From an optimization exercise on the open Yosys and OpenROAD flow, aimed at small area; shortcuts taken in it are not production practice.
The RTL was checked by simulation tests, not by an equivalence proof against the original design.

File: design/flow/flow/downsize.tcl
# Post-synthesis hook: give every combinational cell the smallest drive
# strength of its function (the resizer repairs slew and timing later).
# Sequential cells keep the cell the standard synthesis gave them.
set db [ord::get_db]
set block [ord::get_db_block]
set n 0
foreach inst [$block getInsts] {
  set m [$inst getMaster]
  set name [$m getName]
  if { ![regexp {^(sky130_fd_sc_hd__[a-z0-9]+)_([0-9]+)$} $name -> base drive] } { continue }
  if { [regexp {^sky130_fd_sc_hd__(df|edf|sdf|sedf|dl|clkbuf|conb|tap|fill|decap)} $base] } { continue }
  set best $m
  set best_area [expr { [$m getWidth] * [$m getHeight] }]
  foreach d {0 1 2} {
    set cand [$db findMaster "${base}_$d"]
    if { $cand eq "NULL" || $cand eq "" } { continue }
    set a [expr { [$cand getWidth] * [$cand getHeight] }]
    if { $a < $best_area } { set best $cand; set best_area $a }
  }
  if { $best ne $m } {
    $inst swapMaster $best
    incr n
  }
}
puts "downsize: $n cells given a smaller drive strength"
File: design/flow/constraint.sdc
create_clock -name core_clock -period 5.0 [get_ports {clk}]
set_input_delay 1.0000 -clock core_clock [delete_from_list [all_inputs] [get_ports {clk}]]
set_output_delay 1.0000 -clock core_clock [all_outputs]
set_load 0.01 [all_outputs]
File: design/flow/standard.sh
#!/bin/bash
# synth_recipe.tcl (not shown) runs the flow's synth.tcl, then flattens the netlist and writes it again
# the make line also repeats each setting of config.mk as NAME=value (left out here)
make -C /OpenROAD-flow-scripts/flow DESIGN_CONFIG=/design/flow/config.mk WORK_HOME=/design/flow/orfs CLKGATE_MAP_FILE= SYNTH_SCRIPT=/design/flow/synth_recipe.tcl "${@:-finish}"
File: design/flow/flow/run.sh
#!/bin/bash
# Own flow: the standard layout, with three changes:
#  - after synthesis, every combinational cell gets its smallest drive strength
#    (flow/downsize.tcl); the resizer repairs slew, capacitance and timing later;
#  - the port buffers are sky130_fd_sc_hd__buf_1;
#  - clock tree synthesis without dummy loads.
set -euo pipefail
here=$(pwd)
bash standard.sh \
  "POST_SYNTH_TCL=$here/flow/downsize.tcl" \
  "BUFFER_PORTS_ARGS=-buffer_cell sky130_fd_sc_hd__buf_1" \
  "CTS_ARGS=-sink_clustering_enable -repair_clock_nets -dont_use_dummy_load -buf_list sky130_fd_sc_hd__clkbuf_4 -sink_clustering_size 8 -sink_clustering_max_diameter 40" \
  finish > "$here/standard_flow.log" 2>&1
File: design/flow/design.v
`default_nettype none
module adder_1(a, b, c_in, sum, c_out);
input wire a, b, c_in;
output logic sum, c_out;
assign sum = a ^ b ^ c_in;
assign c_out = (a & b) | (a & c_in) | (b & c_in);
endmodule
module half_adder(a, b, sum, c_out);
input wire a, b;
output logic sum, c_out;
assign sum = a ^ b;
assign c_out = a & b;
endmodule
module gate_xor2(a, b, y);
input wire a, b;
output logic y;
assign y = a ^ b;
endmodule
module gate_or3(a, b, c, y);
input wire a, b, c;
output logic y;
assign y = a | b | c;
endmodule
module gate_maj3(a, b, c, y);
input wire a, b, c;
output logic y;
assign y = (a & b) | (a & c) | (b & c);
endmodule
module gate_a211o(a1, a2, b1, c1, y);
input wire a1, a2, b1, c1;
output logic y;
assign y = (a1 & a2) | b1 | c1;
endmodule
module gate_a21oi(a1, a2, b1, y);
input wire a1, a2, b1;
output logic y;
assign y = ~((a1 & a2) | b1);
endmodule
module gate_a211oi(a1, a2, b1, c1, y);
input wire a1, a2, b1, c1;
output logic y;
assign y = ~((a1 & a2) | b1 | c1);
endmodule
module gate_o221ai(a1, a2, b1, b2, c1, y);
input wire a1, a2, b1, b2, c1;
output logic y;
assign y = ~((a1 | a2) & (b1 | b2) & c1);
endmodule
module gate_nand2(a, b, y);
input wire a, b;
output logic y;
assign y = ~(a & b);
endmodule
module gate_a22oi(a1, a2, b1, b2, y);
input wire a1, a2, b1, b2;
output logic y;
assign y = ~((a1 & a2) | (b1 & b2));
endmodule
`default_nettype wire
`default_nettype none
module conway_cell(ld, n_st, hd, state_0, state_q, n0, kk, w0, w1, state_d);
parameter bit has_w1 = 1'b1;
parameter bit has_st = 1'b1;
input wire ld, n_st, hd, state_0, state_q;
input wire n0, kk, w0, w1;
output logic state_d;
logic not_two_st;    
logic n_step;        
logic n_hold_load;   
if (!has_st) begin : g_no_st
  gate_a21oi g1 (.a1(kk), .a2(w0), .b1(w1), .y(not_two_st));
end else if (has_w1) begin : g_w1
  gate_a211oi g1 (.a1(kk), .a2(w0), .b1(w1), .c1(n_st), .y(not_two_st));
end else begin : g_no_w1
  gate_a21oi g1 (.a1(kk), .a2(w0), .b1(n_st), .y(not_two_st));
end
gate_o221ai g2 (.a1(kk), .a2(w0), .b1(n0), .b2(state_q), .c1(not_two_st), .y(n_step));
gate_a22oi g3 (.a1(hd), .a2(state_q), .b1(ld), .b2(state_0), .y(n_hold_load));
gate_nand2 g4 (.a(n_step), .b(n_hold_load), .y(state_d));
endmodule
`default_nettype wire
`default_nettype none
module main(clk, rst, ena, state_0, cells);
parameter N = 16;
input wire clk;
input wire rst;
input wire ena;
input wire [N*N-1:0] state_0;
output logic [N*N-1:0] cells;
logic [N*N-1:0] p0, p1, t0, t1;
logic [N*N-1:0] n0, kk, w0, w1;
logic [N*N-1:0] nxt;
logic ld, n_st, hd;
assign ld = rst;
assign n_st = rst | ~ena;
assign hd = ~rst & ~ena;
genvar x, y;
generate
  for (y = 0; y < N; y = y + 1) begin : g_row
    for (x = 0; x < N; x = x + 1) begin : g_col
      localparam int I = N*y + x;
      if (y == 0) begin : g_top
        assign p0[I] = cells[I+N];
        assign p1[I] = 1'b0;
        half_adder vt (.a(cells[I+N]), .b(cells[I]), .sum(t0[I]), .c_out(t1[I]));
      end else if (y == N-1) begin : g_bot
        assign p0[I] = cells[I-N];
        assign p1[I] = 1'b0;
        half_adder vt (.a(cells[I-N]), .b(cells[I]), .sum(t0[I]), .c_out(t1[I]));
      end else begin : g_mid
        half_adder vp (.a(cells[I-N]), .b(cells[I+N]), .sum(p0[I]), .c_out(p1[I]));
        gate_xor2 vt0 (.a(p0[I]), .b(cells[I]), .y(t0[I]));
        gate_a211o vt1 (.a1(p0[I]), .a2(cells[I]), .b1(p1[I]), .c1(n_st), .y(t1[I]));
      end
      if (x == 0) begin : g_left
        half_adder h0 (.a(t0[I+1]), .b(p0[I]), .sum(n0[I]), .c_out(kk[I]));
        if (y == 0 || y == N-1) begin : g_corner
          assign w0[I] = t1[I+1];
          assign w1[I] = 1'b0;
        end else begin : g_edge
          half_adder h1 (.a(t1[I+1]), .b(p1[I]), .sum(w0[I]), .c_out(w1[I]));
        end
      end else if (x == N-1) begin : g_right
        half_adder h0 (.a(t0[I-1]), .b(p0[I]), .sum(n0[I]), .c_out(kk[I]));
        if (y == 0 || y == N-1) begin : g_corner
          assign w0[I] = t1[I-1];
          assign w1[I] = 1'b0;
        end else begin : g_edge
          half_adder h1 (.a(t1[I-1]), .b(p1[I]), .sum(w0[I]), .c_out(w1[I]));
        end
      end else begin : g_inner
        adder_1 h0 (.a(t0[I-1]), .b(p0[I]), .c_in(t0[I+1]), .sum(n0[I]), .c_out(kk[I]));
        if (y == 0 || y == N-1) begin : g_edge
          half_adder h1 (.a(t1[I-1]), .b(t1[I+1]), .sum(w0[I]), .c_out(w1[I]));
        end else begin : g_mid
          gate_or3 h1o (.a(t1[I-1]), .b(p1[I]), .c(t1[I+1]), .y(w0[I]));
          gate_maj3 h1m (.a(t1[I-1]), .b(p1[I]), .c(t1[I+1]), .y(w1[I]));
        end
      end
      conway_cell #(.has_w1((x > 0 && x < N-1) || (y > 0 && y < N-1)),
                    .has_st(!(x > 0 && x < N-1 && y > 0 && y < N-1)))
        rule (.ld(ld), .n_st(n_st), .hd(hd), .state_0(state_0[I]), .state_q(cells[I]),
              .n0(n0[I]), .kk(kk[I]), .w0(w0[I]), .w1(w1[I]), .state_d(nxt[I]));
    end
  end
endgenerate
always_ff @(posedge clk)
  cells <= nxt;
endmodule
`default_nettype wire
File: design/flow/config.mk
export PLATFORM = sky130hd
export DESIGN_NAME = main
export DESIGN_NICKNAME = main
export VERILOG_FILES = /design/flow/design.v
export SDC_FILE = /design/flow/constraint.sdc
export NUM_CORES = 4
export LEC_CHECK = 0
export CAP_MARGIN = 0
export CORE_MARGIN = 2
export CORE_UTILIZATION = 70
export PLACE_DENSITY = 0.8
export SLEW_MARGIN = 0
export SYNTH_HIERARCHICAL = 1
==> run_results.csv <==
group,metric,value,unit
floorplan,pin_count,515,
global_route,grt_pass1_vias,26570,
cells_and_area,nNetsFinal,4103,
cts,cts_buffers,58,
cells_and_area,top_regs,"cells: 256 flops",
cells_and_area,finalNonFillerCells,3817,
synth,synthCells,2722,
timing,setup_violations,0,
timing,worstMarginPinSlew,1.004,ns
setup_path,crit_required,5.75,ns
drt,num_vias,27290,
hold_path,holdPathEnd,"cells[111]",
timing,tns,0,ns
global_route,grt_use_total,41.26,%
timing,fin_skew,0.06472,ns
outcome,status,"finished clean",
cts,clk_transition_reported_paths,0.09,ns
floorplan,core,0.03883,mm^2
global_route,antenna_found_initial,25,
cells_and_area,fillers,2700,
setup_path,worstSetupStartpointType,"input port",
floorplan,start_util,71.35,%
cts,cts.sinks,256,
drt,avgViaCountPerCell,7.149,
cts,htree_levels,2,
placed_design,place_inst,3734,
setup_path,critPathTopFamily,"compound AO/OA/AOI/OAI gates",
timing,fin_crit,2.851,ns
setup_path,r2r_start,"cells[133]",
setup_path,r2r_slack,2.71,ns
setup_path,cp_num_buf_inv,2,
placed_design,dp_slack,1.457,ns
setup_path,crit_fanout,62,
setup_path,worstPathArrival,3.60,ns
synth,avgSynthCellArea,10.18,um^2
placed_design,gp_congestion,0.9426,
setup_path,timing.rr.end,"cells[118]",
timing,hold_violations,0,
cts,cts_buffer_depth,3,
cells_and_area,area_delta_synth_final,11.29,%
cells_and_area,top_register,"cells",
setup_path,slowest_stage,"nand2b_4",
hold_path,hold_path.class,"in2reg",
cts,cts_resized,0,
cts,post_cts_buffers,0,
cells_and_area,final_cell_area,0.03083,mm^2
setup_path,endpoint_kind,"flop",
floorplan,die_y,202.9,um
drt,first_pass_iters,8,
cts,cts_root_buffer,"clkbuf_4",
hold_path,min_path_cells,3,
cts,cts_tree,"yes",
drt,avgRoutedWirePerCell,22.67,um
drt,postRouteAntennaNets,0,
job,max-cap-violations,0,
drt,drtIter0Drc,2963,
floorplan,dieWidth,202.9,um
hold_path,hold_path.startpoint,"state_0[111]",
timing,min_period_over_period,57.03,%
cells_and_area,largest_reg_flops,256,
timing,max_clock_freq,0.3507,GHz
floorplan,rows,72,
global_route,grt_pass1_wl,138400,um
setup_path,crit_start,"rst",
placed_design,dp_hpwl,66500,um
placed_design,dpl_cell_area,0.03033,mm^2
synth,yosysWarningCount,7,
placed_design,io_buffers,514,
timing,slew_violations,0,
setup_path,critPathKind,"in2reg",
setup_path,path_cells,"clkbuf_4 > nand2b_4 > buf_12 > a211o_1 > ha_1 > a211oi_1 > o221ai_1 > nand2_1",
floorplan,die_area,0.04118,mm^2
global_route,grt-ovfl-total,0,
drt,drc,0,
timing,grt_setup_unrepaired,"false",
cts,ctsHoldBuffers,0,
timing,worst_slack,2.149,ns
cells_and_area,drive_gt1_share,2.230,%
drt,wl,86550,um
global_route,grt_start_max_net_pins,112,
timing,slew_headroom,33.07,%
synth,syn_area,0.02770,mm^2
synth,syn_nets,3549,
cts,clk_latency,0.85,ns
setup_path,worstRegToRegCells,5,
setup_path,max_stage_delay,0.61,ns
[cells in the final DEF (no fill, tap or decap), drive strengths merged]
cell type and count:
xor2 224, or3 196, maj3 196, fa 224
a211oi 56, ha 344, nand2 256, nand2b 1
nor2 1, o221ai 256, dfxtp 256, a21oi 200
a211o 224, diode 25, buf 525, clkbuf 59
a22oi 256
[layer usage]
| layer | share of wire (%) | wire length (um) | track usage [%] | vias to the layer above |
|---|---|---|---|---|
| li1 | - | - | - | 12270 |
| met1 | 41 | 35500 | 56.96 | 13170 |
| met2 | 44 | 38280 | 62.04 | 1585 |
| met3 | 11 | 9151 | 9.197 | 255 |
| met4 | 4.1 | 3566 | 18.51 | 8 |
| met5 | 0.059 | 51 | 0 | - |
[stage by stage]
step	utilization [%]	hold slack (ns)
4_1_cts	79.24	0.2858
3_5_place_dp	78.12	0.5667
2_1_floorplan	-	0.5926
6_report	79.40	0.3397
5_1_grt	79.36	0.3056
3_3_place_gp	78.12	0.5565
[cell type report]
cell class,count,area (um^2),area share (%)
Clock buffer,58,435.4,1.412
Multi-Input combinational cell,2434,22470,72.89
Timing Repair Buffer,526,2086,6.766
Antenna cell,25,62.56,0.2029
Sequential cell,256,5125,16.62
Tap cell,518,648.1,2.102
[worst min-delay path, delay by kind of cell]
family	cells	cell delay [ns]
buffers and inverters	1	0.07
AO/OA/AOI/OAI	1	0.06
AND/OR/NAND/NOR	1	0.05
[how the worst max path moves through the flow]
stage / to / slack [ns] / cells past startpoint
after floorplan: cells[111] / 0.24 / 6
after global placement: cells[140] / 1.56 / 7
after detailed placement: cells[30] / 1.46 / 8
after CTS: cells[150] / 2.29 / 1
after global routing: cells[32] / 2.14 / 8
final: cells[32] / 2.15 / 8

[what the ideal ports hide]
The results above use ideal ports. As a check the final layout listed here was re-extracted and re-timed, cells and wires unchanged. Step 1 sets driving cells, clkbuf_16 on the clock port and buf_2 on the other inputs (assumed; they add their load-dependent delay and slew). Step 2 moves the port delays by t, midway between the first and last clock arrival at a register: inputs arrive t later, outputs are due t later. That takes back most of the time a late clock gives input paths. Slacks: no drivers / after step 1 / after step 2; pairs: no drivers / after step 1.
t, ns: 0.877
setup WS [ns]: 2.149 / 2.154 / 1.277
hold slack, ns: 0.340 / 0.308 / 0.586
slew at the worst register clock pin (ns): 0.09 / 0.09
pins driven straight from the clock port: 1
After both steps setup and hold are still met in this run. For this run, drivers alone change the setup slack by +0.005 ns; drivers and shift together by -0.872 ns.
